Background: an optimization exercise with open tools, aiming at small area, a short achievable clock period and few clock cycles. Do not read the settings as production practice.
RTL that was checked went through simulation tests only; none was proved equivalent to the original.
Power figures rest on the tool's default switching activity, not on a simulated workload.

==> flow/design.v <==
`timescale 1 ns/1 ns
module Tresholding(Go, P_Addr, P_Data, B_Addr, I_RW, I_En, O_RW, O_En, Done, T_Out, Clk, Rst);
	input Go;
	input [7:0] P_Data;
	output reg [16:0] P_Addr, B_Addr;
	output [7:0] T_Out;
	output I_RW, O_RW;
	output reg I_En, O_En, Done;
	input Clk, Rst;
	localparam K  = 10;          
	localparam L  = K + 4;       
	localparam NS = 320 / K;     
	localparam RW = 4;             
	assign I_RW = 1'b0;
	assign O_RW = 1'b1;
	reg         busy;            
	reg         run;             
	reg [RW-1:0] r;              
	reg [7:0]   cc;              
	reg [5:0]   s;               
	wire start   = Go & (~busy | Done);
	wire r_last  = (r == L-1);
	wire s_last  = (s == NS-1);
	wire c_end   = s_last ? (cc == 8'd241) : (cc == 8'd239);
	wire f_last  = r_last & s_last & (cc == 8'd241);
	wire rd_ok   = run & (cc < 8'd240) & ~((s == 0) & (r < 2)) & ~(s_last & (r >= L-2));
	wire ov      = run & (r >= 4) & ((cc >= 8'd2) | (s != 0));
	wire o_rlast = r_last;
	wire o_c239  = (cc == 8'd1) | (cc == 8'd241);
	wire [2:0] mcode = (cc == 8'd0) ? 3'd1 : (cc == 8'd1) ? 3'd2 : (cc == 8'd2) ? 3'd3 :
	                   (cc == 8'd3) ? 3'd4 : 3'd0;
	always @(posedge Clk) begin
		if (Rst) begin
			busy <= 1'b0;
			run  <= 1'b0;
		end else begin
			if (start) begin
				busy <= 1'b1;
				run  <= 1'b1;
			end else begin
				if (Done) busy <= 1'b0;
				if (f_last) run <= 1'b0;
			end
		end
	end
	always @(posedge Clk) begin
		if (start) begin
			r  <= 0;
			cc <= 0;
			s  <= 0;
		end else if (run) begin
			if (r_last) begin
				r <= 0;
				if (c_end) begin
					cc <= 0;
					s  <= s + 1'b1;
				end else
					cc <= cc + 1'b1;
			end else
				r <= r + 1'b1;
		end
	end
	always @(posedge Clk) begin
		if (start)
			P_Addr <= 17'd479;
		else if (r != 0)
			P_Addr <= P_Addr + 17'd240;
		else if (cc != 0)
			P_Addr <= P_Addr - (17'd240*(L-1) - 17'd1);
		else
			P_Addr <= P_Addr - 17'd959;
	end
	reg       rv;
	reg [3:0] m1, m2;                
	reg [3:0] ov1, ov2, ov3, ov4;    
	reg       o_rl5, o_c5;
	always @(posedge Clk) begin
		if (Rst) begin
			I_En <= 1'b0;
			rv   <= 1'b0;
			ov1 <= 0; ov2 <= 0; ov3 <= 0; ov4 <= 0;
			O_En <= 1'b0;
			Done <= 1'b0;
		end else begin
			I_En <= rd_ok;
			rv   <= I_En;
			ov1  <= {f_last, o_c239, o_rlast, ov};
			ov2  <= ov1;
			ov3  <= ov2;
			ov4  <= ov3;
			O_En <= ov4[0];
			Done <= ov4[3];
		end
	end
	always @(posedge Clk) begin
		m1 <= {(cc == 8'd0) | (cc == 8'd1), (cc == 8'd1), (cc == 8'd2), (cc == 8'd2) | (cc == 8'd3)};
		m2 <= m1;
		o_rl5 <= ov4[1];
		o_c5  <= ov4[2];
	end
	always @(posedge Clk) begin
		if (start)
			B_Addr <= 17'd0;
		else if (O_En) begin
			if (~o_rl5)
				B_Addr <= B_Addr + 17'd240;
			else if (~o_c5)
				B_Addr <= B_Addr - (17'd240*(K-1) - 17'd1);
			else
				B_Addr <= B_Addr + 17'd1;
		end
	end
	localparam N = 4*L;
	reg [7:0] sr [0:N-1];
	wire [7:0] din = rv ? P_Data : 8'd0;
	integer i;
	always @(posedge Clk) begin
		sr[0] <= din;
		for (i = 1; i < N; i = i + 1)
			sr[i] <= sr[i-1];
	end
	wire [7:0] x4 = m2[3] ? 8'd0 : din;
	wire [7:0] x3 = m2[2] ? 8'd0 : sr[L-1];
	wire [7:0] x2 = sr[2*L-1];
	wire [7:0] x1 = m2[1] ? 8'd0 : sr[3*L-1];
	wire [7:0] x0 = m2[0] ? 8'd0 : sr[4*L-1];
	reg [8:0] a04, a13;
	reg [7:0] c2;
	always @(posedge Clk) begin
		a04 <= x0 + x4;
		a13 <= x1 + x3;
		c2  <= x2;
	end
	reg [12:0] G;
	reg [16:0] X3;
	reg [7:0]  c2d;
	always @(posedge Clk) begin
		G   <= a04 + {a13, 2'b00} + {c2, 3'b000} - c2;
		X3  <= {~c2, 8'd0} + {~c2, 3'd0} - {a13, 1'b0} - 17'd2040;
		c2d <= c2;
	end
	reg [12:0] Q1;
	reg [14:0] Q2;
	reg [16:0] Q3, Q4;
	wire [17:0] acc = Q4 + G;
	reg  t;
	always @(posedge Clk) begin
		Q1 <= G;
		Q2 <= Q1 + {G, 2'b00} - {c2d, 1'b0};
		Q3 <= Q2 + {G, 3'b000} - G + X3;
		Q4 <= Q3 + {G, 2'b00} - {c2d, 1'b0};
		t  <= acc[17] | acc[16];
	end
	assign T_Out = {8{t}};
endmodule
make LEC_CHECK=0 CAP_MARGIN=20 CORE_MARGIN=2 CORE_UTILIZATION=40 SETUP_SLACK_MARGIN=5 SLEW_MARGIN=20 finish   # period 8.0 ns
run.sh (not shown) runs the stock make flow with config.mk's settings and CLKGATE_MAP_FILE= SYNTH_SCRIPT=/design/flow/synth_recipe.tcl, a recipe that flattens the netlist after the stock synthesis.
==> next run, changes <==
--- a/flow/design.v
+++ b/flow/design.v
@@ -6,9 +6,9 @@
 	output [7:0] T_Out;
 	output I_RW, O_RW;
 	output reg I_En, O_En, Done;
 	input Clk, Rst;
-	localparam K  = 10;          
+	localparam K  = 8;           
 	localparam L  = K + 4;       
 	localparam NS = 320 / K;     
 	localparam RW = 4;             
 	assign I_RW = 1'b0;
Result: Combinational power grows by 7.7%; synthesized cell count shrinks by 2.4%; count of clock-buffer cells in the layout shrinks by 10; total power shrinks by 1.4%; wire length shrinks by 1.5%; register-to-register slack gets better by 0.22 ns; cell area shrinks by 4.1%; global-route usage grows by 0.35 points; sequential share of layout area shrinks by 3.1 points; first-iteration DRC count shrinks by 9.8%; sequential power shrinks by 8.4%.
No functional check of the RTL was part of any run of this note.

========
Setup of 01-03:
// Tresholding: RTL as listed in full above, without the edits since
make LEC_CHECK=0 CAP_MARGIN=20 CORE_MARGIN=2 CORE_UTILIZATION=40 SLEW_MARGIN=20 finish   # period 8.0 ns
01-03 finished every stage and its layout cleared the timing, DRC and antenna checks.
Changes in 12-17 relative to 01-03:
--- a/flow/design.v
+++ b/flow/design.v
@@ -6,9 +6,9 @@
 	output [7:0] T_Out;
 	output I_RW, O_RW;
 	output reg I_En, O_En, Done;
 	input Clk, Rst;
-	localparam K  = 10;          
+	localparam K  = 8;           
 	localparam L  = K + 4;       
 	localparam NS = 320 / K;     
 	localparam RW = 4;             
 	assign I_RW = 1'b0;
@@ -70,9 +70,9 @@
 		else
 			P_Addr <= P_Addr - 17'd959;
 	end
 	reg       rv;
-	reg [3:0] m1, m2;                
+	reg [2:0] m1, m2, m3;
 	reg [3:0] ov1, ov2, ov3, ov4;    
 	reg       o_rl5, o_c5;
 	always @(posedge Clk) begin
 		if (Rst) begin
@@ -92,10 +92,9 @@
 			Done <= ov4[3];
 		end
 	end
 	always @(posedge Clk) begin
-		m1 <= {(cc == 8'd0) | (cc == 8'd1), (cc == 8'd1), (cc == 8'd2), (cc == 8'd2) | (cc == 8'd3)};
-		m2 <= m1;
+		m1 <= mcode; m2 <= m1; m3 <= m2;
 		o_rl5 <= ov4[1];
 		o_c5  <= ov4[2];
 	end
 	always @(posedge Clk) begin
@@ -109,47 +108,45 @@
 			else
 				B_Addr <= B_Addr + 17'd1;
 		end
 	end
-	localparam N = 4*L;
+	localparam N = 4*L + 1;
 	reg [7:0] sr [0:N-1];
-	wire [7:0] din = rv ? P_Data : 8'd0;
 	integer i;
 	always @(posedge Clk) begin
-		sr[0] <= din;
+		sr[0] <= rv ? P_Data : 8'd0;
 		for (i = 1; i < N; i = i + 1)
 			sr[i] <= sr[i-1];
 	end
-	wire [7:0] x4 = m2[3] ? 8'd0 : din;
-	wire [7:0] x3 = m2[2] ? 8'd0 : sr[L-1];
-	wire [7:0] x2 = sr[2*L-1];
-	wire [7:0] x1 = m2[1] ? 8'd0 : sr[3*L-1];
-	wire [7:0] x0 = m2[0] ? 8'd0 : sr[4*L-1];
-	reg [8:0] a04, a13;
-	reg [7:0] c2;
+	wire mx4 = (m3 == 3'd1) | (m3 == 3'd2);
+	wire mx3 = (m3 == 3'd2);
+	wire mx1 = (m3 == 3'd3);
+	wire mx0 = (m3 == 3'd3) | (m3 == 3'd4);
+	wire [7:0] x4 = mx4 ? 8'd0 : sr[0];
+	wire [7:0] x3 = mx3 ? 8'd0 : sr[L];
+	wire [7:0] x2 = sr[2*L];
+	wire [7:0] x1 = mx1 ? 8'd0 : sr[3*L];
+	wire [7:0] x0 = mx0 ? 8'd0 : sr[4*L];
+	wire [8:0] s04 = x0 + x4;
+	wire [8:0] s13 = x1 + x3;
+	reg [12:0] H0;
+	reg [14:0] H1;
+	reg [16:0] H2;
 	always @(posedge Clk) begin
-		a04 <= x0 + x4;
-		a13 <= x1 + x3;
-		c2  <= x2;
-	end
-	reg [12:0] G;
-	reg [16:0] X3;
-	reg [7:0]  c2d;
-	always @(posedge Clk) begin
-		G   <= a04 + {a13, 2'b00} + {c2, 3'b000} - c2;
-		X3  <= {~c2, 8'd0} + {~c2, 3'd0} - {a13, 1'b0} - 17'd2040;
-		c2d <= c2;
+		H0 <= s04 + 4*s13 + 7*x2;
+		H1 <= 4*s04 + 16*s13 + 26*x2;
+		H2 <= 7*s04 + 26*s13 + 41*x2 + {~x2, 8'd0};
 	end
 	reg [12:0] Q1;
 	reg [14:0] Q2;
 	reg [16:0] Q3, Q4;
-	wire [17:0] acc = Q4 + G;
+	wire [17:0] acc = Q4 + H0;
 	reg  t;
 	always @(posedge Clk) begin
-		Q1 <= G;
-		Q2 <= Q1 + {G, 2'b00} - {c2d, 1'b0};
-		Q3 <= Q2 + {G, 3'b000} - G + X3;
-		Q4 <= Q3 + {G, 2'b00} - {c2d, 1'b0};
+		Q1 <= H0;
+		Q2 <= Q1 + H1;
+		Q3 <= Q2 + H2;
+		Q4 <= Q3 + H1;
 		t  <= acc[17] | acc[16];
 	end
 	assign T_Out = {8{t}};
 endmodule
### Flow results
- Per the final summary, 01-03 finished and its layout is clean on timing, DRC and antenna.
- Every stage of the flow completed for 12-17, and the final layout passed the timing, DRC and antenna checks.
- As of 12-17, instance area at placement had risen by a few percent compared to 01-03.
- 12-17 vs. 01-03: peak clock frequency supported by timing went down by 46%.
- 12-17 vs 01-03, via count went up by 1,301.
- Compared with 01-03, 12-17 shows a post-detailed-routing wire length that is 12% higher.
- Number of clock buffers in the layout: lower on 12-17
- On buffering stage count on the worst path with inverters included: 12-17 sits above 01-03.
- Compared with 01-03, 12-17 is more frugal on power.
- Summary of the comparison: worst hold slack is lower in 12-17, relative to 01-03.
- Adder and majority gate portion of the synthesized area in 12-17 is 6.2 points above 01-03.
Testbench counts of 12-17, summed over its fixed seeds: cycles 345,687.
The RTL of 01-03 was laid out without a check of its function.

-- afterwards: timing with drivers on the ports --
How much do the figures lean on ideal ports? The routed layouts below were timed once more, with nothing changed but the port constraints.
Step 1 assumes that a clkbuf_16 drives the clock port and a buf_2 every other input.
Step 2, shift: input delay + t, output delay - t, t = (earliest + latest rising clock arrival at the registers) / 2. This alone moves slack from input paths to output paths.
Slacks: no drivers / after step 1 / after step 2; pairs: no drivers / after step 1.
run | shift t [ns] | setup slack, ns | clock arrival spread, ns | slew at the worst register clock pin (ns) | worst slew at a driven data input, ns
the first run of note 1 | 0.669 | 4.752 / 4.752 / 4.406 | 0.028 / 0.029 | 0.07 / 0.07 | 0.03
the second run of note 1 | 0.643 | 4.977 / 4.977 / 4.484 | 0.038 / 0.039 | 0.07 / 0.07 | 0.03
01-03 | 0.673 | 3.971 / 3.971 / 3.971 | 0.029 / 0.029 | 0.07 / 0.07 | 0.03
12-17 | 0.657 | 0.518 / 0.518 / 0.518 | 0.052 / 0.052 | 0.07 / 0.07 | 0.03
After both steps setup and hold are still met in every run listed. The setup slack of the second run of note 1, which loses most, moves by 0.000 ns with the drivers and by -0.493 ns with both steps.
